Background: an optimization exercise with open tools, aiming at small area and a short achievable clock period. Do not read the settings as production practice. In this exercise RTL edits were held to simulation tests only and were not proved equivalent to the original. Power and IR drop assume default switching activity.

build 83:
==> flow/design.v <==
module FpAlign (
    input  [31:0] iA,
    input  [31:0] iB,
    output        oLs,
    output [7:0]  oLe,
    output [22:0] oLf,
    output [24:0] oSal,      
    output        oSticky,   
    output        oSub
);
    wire a_larger = iA[30:0] > iB[30:0];
    wire [7:0]  a_e = iA[30:23];
    wire [7:0]  b_e = iB[30:23];
    wire [7:0]  d_ab = a_e - b_e;
    wire [7:0]  d_ba = b_e - a_e;
    wire [7:0]  d = a_larger ? d_ab : d_ba;
    wire [31:0] l = a_larger ? iA : iB;
    wire [22:0] s_f = a_larger ? iB[22:0] : iA[22:0];
    wire [7:0]  s_e = a_larger ? b_e : a_e;
    assign oLs  = l[31];
    assign oLe  = l[30:23];
    assign oLf  = l[22:0];
    assign oSub = iA[31] ^ iB[31];
    wire   sez = (a_e == 8'b0) || (b_e == 8'b0);
    wire [24:0] x = {1'b1, s_f, 1'b0};
    assign oSal = (sez || d[7:5] != 3'b0) ? 25'b0 : (x >> d[4:0]);
    wire [22:0] mask;
    genvar i;
    generate
        for (i = 0; i < 23; i = i + 1) begin : g_mask
            assign mask[i] = (d >= i + 2);
        end
    endgenerate
    assign oSticky = !sez && (d <= 8'd47) && ((d >= 8'd25) || |(s_f & mask));
endmodule
module FpNorm (
    input         iV,
    input         iLs,
    input  [7:0]  iLe,
    input  [22:0] iLf,
    input  [24:0] iSal,
    input         iSticky,
    input         iSub,
    output [31:0] oSum
);
    wire [25:0] lsh = {2'b01, iLf, 1'b0};
    wire [25:0] pre = lsh + ({1'b0, iSal} ^ {26{iSub}}) + (iSub & ~iSticky);
    reg [4:0] s;
    integer k;
    always @* begin
        s = 5'd31;
        for (k = 0; k < 26; k = k + 1)
            if (pre[k]) s = 25 - k;
    end
    wire [25:0] n5 = pre << s;
    wire [22:0] frac = n5[24:2];
    wire [7:0]  e    = iLe + 8'd1 - {3'b0, s};
    wire [25:0] top;
    genvar i;
    generate
        for (i = 0; i < 26; i = i + 1) begin : g_top
            assign top[25 - i] = ({1'b0, iLe[6:0]} + 8'd2 > i);
        end
    endgenerate
    wire underflow = iLe[7] && ((pre & top) == 26'b0);
    wire zero      = (pre == 26'b0);
    assign oSum = (!iV || iLe == 8'b0) ? 32'b0 :
                  (underflow || zero)  ? 32'b0 :
                  {iLs, e, frac};
endmodule
`timescale 1ns/10ps
module fp_adder_synth (data, value, row, clk, rst);
    output [31:0] data;
    input  [31:0] value;
    input  [31:0] row;
    input         clk;
    input         rst;
    wire        l_s;
    wire [7:0]  l_e;
    wire [22:0] l_f;
    wire [24:0] s_al;
    wire        s_sticky;
    wire        op_sub;
    FpAlign AL (.iA(value), .iB(row), .oLs(l_s), .oLe(l_e), .oLf(l_f),
                .oSal(s_al), .oSticky(s_sticky), .oSub(op_sub));
    reg         r_v;
    reg         r_ls;
    reg  [7:0]  r_le;
    reg  [22:0] r_lf;
    reg  [24:0] r_sal;
    reg         r_sticky;
    reg         r_sub;
    always @(posedge clk) begin
        r_v      <= rst;
        r_ls     <= l_s;
        r_le     <= l_e;
        r_lf     <= l_f;
        r_sal    <= s_al;
        r_sticky <= s_sticky;
        r_sub    <= op_sub;
    end
    wire [31:0] sum;
    FpNorm NM (.iV(r_v), .iLs(r_ls), .iLe(r_le), .iLf(r_lf), .iSal(r_sal),
               .iSticky(r_sticky), .iSub(r_sub), .oSum(sum));
    reg [31:0] data;
    always @(posedge clk) begin
        if (!rst)
            data <= 32'b0;
        else
            data <= sum;
    end
endmodule
==> flow/config.mk <==
export PLATFORM = sky130hd
export DESIGN_NAME = fp_adder_synth
export DESIGN_NICKNAME = fp_adder_synth
export VERILOG_FILES = /design/flow/design.v
export SDC_FILE = /design/flow/constraint.sdc
export NUM_CORES = 4
export LEC_CHECK = 0
export ABC_AREA = 1
export CAP_MARGIN = 20
export CORE_MARGIN = 2
export CORE_UTILIZATION = 40
export SLEW_MARGIN = 20
==> flow/constraint.sdc <==
create_clock -name core_clock -period 12.5 [get_ports {clk}]
set_input_delay 2.5000 -clock core_clock [delete_from_list [all_inputs] [get_ports {clk}]]
set_output_delay 2.5000 -clock core_clock [all_outputs]
set_load 0.01 [all_outputs]
standard.sh (not shown) runs the stock make flow with config.mk's settings and CLKGATE_MAP_FILE= SYNTH_SCRIPT=/design/flow/synth_recipe.tcl, a recipe that flattens the netlist after the stock synthesis.
==> flow/flow/run.sh <==
#!/bin/bash
# Standard synthesis and layout; the port buffers use plain buffers instead
# of the default delay cells, and timing repair aims for more setup slack.
set -euo pipefail
bash standard.sh BUFFER_PORTS_ARGS="-buffer_cell sky130_fd_sc_hd__buf_1" SETUP_SLACK_MARGIN=9 finish > standard.log 2>&1
Modified inputs, build 16 compared to build 83
# build 83
export LEC_CHECK = 0
export ABC_AREA = 1
export CAP_MARGIN = 20
export CORE_MARGIN = 2
export CORE_UTILIZATION = 40
export SLEW_MARGIN = 20
create_clock -name core_clock -period 12.5 [get_ports {clk}]
# build 16
export LEC_CHECK = 0
export ABC_AREA = 1
export CAP_MARGIN = 20
export CORE_MARGIN = 2
export CORE_UTILIZATION = 40
export SETUP_SLACK_MARGIN = 5
export SLEW_MARGIN = 20
create_clock -name core_clock -period 12.5 [get_ports {clk}]
==> flow/run.sh (new file) <==
#!/bin/bash
# synth_recipe.tcl (not shown) runs the flow's synth.tcl, then flattens the netlist and writes it again
# the make line also repeats each setting of config.mk as NAME=value (left out here)
make -C /OpenROAD-flow-scripts/flow DESIGN_CONFIG=/design/flow/config.mk WORK_HOME=/design/flow/orfs CLKGATE_MAP_FILE= SYNTH_SCRIPT=/design/flow/synth_recipe.tcl finish
removed: flow/flow/run.sh
removed: flow/standard.sh
Findings:
- Area occupied by registers of build 83 is on par with build 16.
- Build 16 -> build 83: die area delta 0, exact match
- Build 16 went all the way through synthesis, placement and routing and the layout is clean on timing, DRC and antenna.
- Delta (build 16 minus build 83): via count fell about 17%; post-route fraction of the period consumed by the critical path rose 13 points; met3 routed wirelength fell about 60%.
- Compared with build 83, in build 16 total power consumption of the routed design shows a reduction of 0.84 mW; switching power total shows a reduction of about 33%.
- Run comparison: build 83 slowest cell on the critical path sky130_fd_sc_hd__ha_1; build 16 slowest cell on the critical path sky130_fd_sc_hd__clkdlybuf4s50_1
- Across both runs, final cell count without fillers was lower for build 16 than for build 83.
- Build 16: post-cts sizing count is 363 lower than what build 83 reported.
- Relative to build 83, minimum clock period increased by 1.66 ns in build 16.
- Compared with build 83, build 16 shows finished layout cell area lower by 3700 sq um.
### build 16 -> build 61
# build 16
export LEC_CHECK = 0
export ABC_AREA = 1
export CAP_MARGIN = 20
export CORE_MARGIN = 2
export CORE_UTILIZATION = 40
export SETUP_SLACK_MARGIN = 5
export SLEW_MARGIN = 20
create_clock -name core_clock -period 12.5 [get_ports {clk}]
# build 61
export LEC_CHECK = 0
export ABC_AREA = 1
export CAP_MARGIN = 20
export CORE_MARGIN = 2
export CORE_UTILIZATION = 40
export SLEW_MARGIN = 20
create_clock -name core_clock -period 12.5 [get_ports {clk}]
==> flow/flow/run.sh (new file) <==
#!/bin/bash
# Standard synthesis and layout; the port buffers use plain buffers instead
# of the default delay cells, and timing repair aims for more setup slack.
set -euo pipefail
bash standard.sh BUFFER_PORTS_ARGS="-buffer_cell sky130_fd_sc_hd__buf_2" SETUP_SLACK_MARGIN=7 finish > standard.log 2>&1
==> flow/standard.sh (new file) <==
#!/bin/bash
# synth_recipe.tcl (not shown) runs the flow's synth.tcl, then flattens the netlist and writes it again
# the make line also repeats each setting of config.mk as NAME=value (left out here)
make -C /OpenROAD-flow-scripts/flow DESIGN_CONFIG=/design/flow/config.mk WORK_HOME=/design/flow/orfs CLKGATE_MAP_FILE= SYNTH_SCRIPT=/design/flow/synth_recipe.tcl "${@:-finish}"
removed: flow/run.sh
Notes after the runs:
- Build 61 vs. build 16: number of buffers inserted by post-CTS setup repair went up by 15.
- Going from build 16 to build 61, arithmetic-cell share of the synthesized area counting full adders, half adders and majority gates held steady, setup slack climbed 1.62 ns, total length of routed met2 wires increased about 10%, sequential share of layout area went down 1.2 points.
- Taking build 16 as the reference, in build 61 clock group share of total power decreased 1.4 points, highest clock frequency the design can meet increased about 30%, post-synthesis to final-layout area growth increased 9.3 points, non-clock buffer share of cell area increased 0.89 points, overall power increased 0.16 mW.

Another version of the RTL of fp_adder_synth (not shown whole).
For scale: about 92 flip-flops, ~98 I/O pins.
==> flow/design.v (excerpt) <==
module fp_adder_synth (data, value, row, clk, rst);
    output [31:0] data;
    input  [31:0] value;
    input  [31:0] row;
    input         clk;
    input         rst;
    wire        l_s;
    wire [7:0]  l_e;
    wire [22:0] l_f;
    wire [24:0] s_al;
    wire        s_sticky;
    wire        op_sub;
    FpAlign AL (.iA(value), .iB(row), .oLs(l_s), .oLe(l_e), .oLf(l_f),
                .oSal(s_al), .oSticky(s_sticky), .oSub(op_sub));
    reg         r_v;
    reg         r_ls;
    reg  [7:0]  r_le;
    reg  [22:0] r_lf;
    reg  [24:0] r_sal;
    reg         r_sticky;
    reg         r_sub;
    wire both_ez = (value[30:23] == 8'b0) && (row[30:23] == 8'b0);
    always @(posedge clk) begin
        r_v      <= rst && !both_ez;
        r_ls     <= l_s;
        r_le     <= l_e;
        r_lf     <= l_f;
        r_sal    <= s_al;
        r_sticky <= s_sticky;
        r_sub    <= op_sub;
    end
    wire [31:0] sum;
    FpNorm NM (.iV(r_v), .iLs(r_ls), .iLe(r_le), .iLf(r_lf), .iSal(r_sal),
               .iSticky(r_sticky), .iSub(r_sub), .oSum(sum));
    reg [31:0] data;
    always @(posedge clk) begin
        if (!rst)
            data <= 32'b0;
        else
            data <= sum;
    end
endmodule
==> flow/config.mk <==
export PLATFORM = sky130hd
export DESIGN_NAME = fp_adder_synth
export DESIGN_NICKNAME = fp_adder_synth
export VERILOG_FILES = /design/flow/design.v
export SDC_FILE = /design/flow/constraint.sdc
export NUM_CORES = 4
export LEC_CHECK = 0
export CAP_MARGIN = 20
export CORE_MARGIN = 2
export CORE_UTILIZATION = 40
export SLEW_MARGIN = 20
==> flow/constraint.sdc <==
create_clock -name core_clock -period 12.5 [get_ports {clk}]
set_input_delay 2.5000 -clock core_clock [delete_from_list [all_inputs] [get_ports {clk}]]
set_output_delay 2.5000 -clock core_clock [all_outputs]
set_load 0.01 [all_outputs]
==> flow/flow/run.sh <==
#!/bin/bash
# Standard synthesis and layout; the port buffers use plain buffers instead
# of the default delay cells, and timing repair aims for more setup slack.
set -euo pipefail
bash standard.sh BUFFER_PORTS_ARGS="-buffer_cell sky130_fd_sc_hd__buf_1" SETUP_SLACK_MARGIN=6.75 finish > standard.log 2>&1
Rerun with:
ABC_AREA = 1   (was not set)
PLACE_DENSITY = 0.8   (was not set)
=> Wire length went down by roughly a tenth; count of clock-buffer cells in the layout stays the same; synthesized cell count went up by about a fifth; setup slack improved by 0.21 ns; fmax rose by a few percent; die area drops by a few percent; cell area decreases by about a fifth; non-clock buffer count goes down by 67; via count grows by a few percent; cell count grows by a little under a tenth.
Rerun with:
PLACE_DENSITY = 0.9   (was 0.8)
After rerunning: The new run finished clean. Cell area barely changes. Clock skew falls by 0.0032 ns. Worst setup slack loses 0.062 ns. Wire length rises by 2.9%. Sequential cell count is unchanged.
Rerun with:
==> flow/flow/run.sh (replaced) <==
#!/bin/bash
# Standard synthesis and layout; the port buffers use plain buffers instead
# of the default delay cells, and timing repair aims for more setup slack.
set -euo pipefail
bash standard.sh BUFFER_PORTS_ARGS="-buffer_cell sky130_fd_sc_hd__buf_1" SETUP_SLACK_MARGIN=6.5 finish > standard.log 2>&1
PLACE_DENSITY = not set   (was 0.9)
Total power falls by 3.6%.
Clock skew goes up by 0.0083 ns.
Register-to-register slack gains 0.11 ns.
Flip-flop and latch count stays the same.
Worst setup slack is worse by 0.11 ns.
Non-clock buffer count fell by 10.
Maximum frequency fell by 1.9%.

## rev 12
Another version of the RTL of fp_adder_synth (not shown whole).
For scale: ~1400 cells after synthesis, roughly 98 I/O pins.
Settings: LEC_CHECK=0, CAP_MARGIN=20, CORE_MARGIN=2, CORE_UTILIZATION=40, SLEW_MARGIN=20; clock period 12.5 ns.
==> flow/flow/run.sh <==
#!/bin/bash
# Standard synthesis and layout; the port buffers use plain buffers instead
# of the default delay cells, and timing repair aims for more setup slack.
set -euo pipefail
bash standard.sh BUFFER_PORTS_ARGS="-buffer_cell sky130_fd_sc_hd__buf_2" SETUP_SLACK_MARGIN=7 finish > standard.log 2>&1
> inputs changed (rev 12 -> rev 13)
==> flow/run.sh (new file) <==
#!/bin/bash
# synth_recipe.tcl (not shown) runs the flow's synth.tcl, then flattens the netlist and writes it again
# the make line also repeats each setting of config.mk as NAME=value (left out here)
make -C /OpenROAD-flow-scripts/flow DESIGN_CONFIG=/design/flow/config.mk WORK_HOME=/design/flow/orfs CLKGATE_MAP_FILE= SYNTH_SCRIPT=/design/flow/synth_recipe.tcl finish
diff --git a/flow/config.mk b/flow/config.mk
--- a/flow/config.mk
+++ b/flow/config.mk
@@ -10,2 +10,3 @@
 export CORE_UTILIZATION = 40
+export SETUP_SLACK_MARGIN = 5
 export SLEW_MARGIN = 20
removed: flow/flow/run.sh
removed: flow/standard.sh
Clock tree buffer count of the final layout: rev 13 vs rev 12 identical
Time the final worst path needs with I/O delays and setup was lower in the run labelled rev 12.
Relative to rev 12, rev 13 improves total power of the final layout.
Comparing rev 13 against rev 12, there is no change at all in post-synthesis instance total.
Relative to rev 12, non-clock buffer count decreased by 61 in rev 13.
Rev 12 → rev 13: routed length on met1 fell by about 2.4%, detail-routed via count per cell has decreased.

== quartz ==
RTL: one of the versions met above, not the one the previous note started from.
Size: ~1400 cells after synthesis, ~92 flip-flops, roughly 9000 um2 of cells after synthesis.
// fp_adder_synth
module fp_adder_synth (data, value, row, clk, rst);
    output [31:0] data;
    input  [31:0] value;
    input  [31:0] row;
    input         clk;
    input         rst;
    wire        l_s;
    wire [7:0]  l_e;
    wire [22:0] l_f;
    wire [24:0] s_al;
    wire        s_sticky;
    wire        op_sub;
    FpAlign AL (.iA(value), .iB(row), .oLs(l_s), .oLe(l_e), .oLf(l_f),
                .oSal(s_al), .oSticky(s_sticky), .oSub(op_sub));
    reg         r_v;
    reg         r_ls;
    reg  [7:0]  r_le;
    reg  [22:0] r_lf;
    reg  [24:0] r_sal;
    reg         r_sticky;
    reg         r_sub;
    wire both_ez = (value[30:23] == 8'b0) && (row[30:23] == 8'b0);
    always @(posedge clk) begin
        r_v      <= rst && !both_ez;
        r_ls     <= l_s;
        r_le     <= l_e;
        r_lf     <= l_f;
        r_sal    <= s_al;
        r_sticky <= s_sticky;
        r_sub    <= op_sub;
    end
    wire [31:0] sum;
    FpNorm NM (.iV(r_v), .iLs(r_ls), .iLe(r_le), .iLf(r_lf), .iSal(r_sal),
  ...
==> flow/config.mk <==
export PLATFORM = sky130hd
export DESIGN_NAME = fp_adder_synth
export DESIGN_NICKNAME = fp_adder_synth
export VERILOG_FILES = /design/flow/design.v
export SDC_FILE = /design/flow/constraint.sdc
export NUM_CORES = 4
export LEC_CHECK = 0
export ABC_AREA = 1
export CAP_MARGIN = 20
export CORE_MARGIN = 2
export CORE_UTILIZATION = 40
export PLACE_DENSITY = 0.8
export SLEW_MARGIN = 20
export TNS_END_PERCENT = 50
==> flow/constraint.sdc <==
create_clock -name core_clock -period 12.5 [get_ports {clk}]
set_input_delay 2.5000 -clock core_clock [delete_from_list [all_inputs] [get_ports {clk}]]
set_output_delay 2.5000 -clock core_clock [all_outputs]
set_load 0.01 [all_outputs]
==> flow/flow/run.sh <==
#!/bin/bash
# Standard synthesis and layout; the port buffers use plain buffers instead
# of the default delay cells, and timing repair aims for more setup slack.
set -euo pipefail
bash standard.sh BUFFER_PORTS_ARGS="-buffer_cell sky130_fd_sc_hd__buf_1" SETUP_SLACK_MARGIN=6.75 finish > standard.log 2>&1
quartz ended with every stage complete and zero timing, DRC or antenna violations.
Input changes introduced in willow (baseline for comparison: quartz):
- PLACE_DENSITY no longer set, was 0.8
- TNS_END_PERCENT no longer set, was 50
==> flow/flow/run.sh <==
#!/bin/bash
# Standard synthesis and layout; the port buffers use plain buffers instead
# of the default delay cells, and timing repair aims for more setup slack.
set -euo pipefail
bash standard.sh BUFFER_PORTS_ARGS="-buffer_cell sky130_fd_sc_hd__buf_1" SETUP_SLACK_MARGIN=7 finish > standard.log 2>&1
Results
- willow ended with more fraction of power consumed by combinational cells than quartz.
- willow vs. quartz: total power climbed about 3.5%, total internal power climbed about 2.7%, required time at the worst-slack endpoint climbed 20 ps.
[inputs] sierra vs willow
- putting PLACE_DENSITY at 0.8 where nothing was set
==> flow/flow/run.sh <==
#!/bin/bash
# Standard synthesis and layout; the port buffers use plain buffers instead
# of the default delay cells, and timing repair aims for more setup slack.
set -euo pipefail
bash standard.sh BUFFER_PORTS_ARGS="-buffer_cell sky130_fd_sc_hd__buf_1" SETUP_SLACK_MARGIN=6.85 finish > standard.log 2>&1
[summary]
On placed cell count, sierra tracks willow almost exactly. Number of ordinary and repair buffers in the finished layout ends up higher on willow. willow → sierra: post-layout total power moved down; number of optimization iterations in the first detailed-route pass moved up; highest clock frequency the design can meet moved down; clock-buffer cell count moved up.

==> static timing again, ports no longer ideal <==
The flow's constraints put no driver on any port. The routed layouts listed below were extracted and timed again, unchanged, in two steps.
Step 1, drivers: a clkbuf_16 drives clk and a buf_2 each remaining input, both assumed.
Step 2 adds t to the input delays and takes it off the output delays; t is the mean of the earliest and latest rising clock arrival at the registers after step 1. Input paths then give back, and output paths get back, about the clock's delay inside the block.
Three values: ideal ports, drivers, drivers and shift; two values: the first two.
run | shift t [ns] | setup slack, ns | worst hold slack (ns) | worst register clock-pin slew, ns | worst data-port slew with drivers (ns)
build 83 | 0.403 | 7.164 / 7.166 / 6.763 | 0.433 / 0.433 / 0.433 | 0.08 / 0.08 | 0.06
build 16 | 0.389 | 5.500 / 5.524 / 5.136 | 0.413 / 0.413 / 0.413 | 0.07 / 0.07 | 0.08
build 61 | 0.397 | 7.116 / 7.137 / 6.740 | 0.411 / 0.411 / 0.411 | 0.07 / 0.07 | 0.07
the first run of note 2 | 0.388 | 6.735 / 6.743 / 6.355 | 0.411 / 0.411 / 0.411 | 0.07 / 0.07 | 0.05
the second run of note 2 | 0.391 | 6.945 / 6.966 / 6.575 | 0.451 / 0.451 / 0.451 | 0.07 / 0.07 | 0.05
the third run of note 2 | 0.396 | 6.883 / 6.883 / 6.575 | 0.449 / 0.449 / 0.449 | 0.07 / 0.07 | 0.04
the fourth run of note 2 | 0.395 | 6.777 / 6.799 / 6.404 | 0.425 / 0.425 / 0.425 | 0.07 / 0.07 | 0.03
rev 12 | 0.400 | 6.878 / 6.871 / 6.471 | 0.431 / 0.431 / 0.431 | 0.08 / 0.08 | 0.06
rev 13 | 0.392 | 5.361 / 5.377 / 4.985 | 0.428 / 0.428 / 0.428 | 0.08 / 0.08 | 0.04
quartz | 0.389 | 6.922 / 6.943 / 6.554 | 0.452 / 0.452 / 0.452 | 0.07 / 0.07 | 0.05
willow | 0.397 | 7.097 / 7.120 / 6.723 | 0.427 / 0.427 / 0.427 | 0.07 / 0.07 | 0.03
sierra | 0.392 | 7.039 / 7.050 / 6.671 | 0.451 / 0.451 / 0.451 | 0.07 / 0.07 | 0.05
After both steps every run listed still meets setup and hold. For rev 12, which loses most, drivers alone change the setup slack by -0.007 ns; drivers and shift together by -0.407 ns.
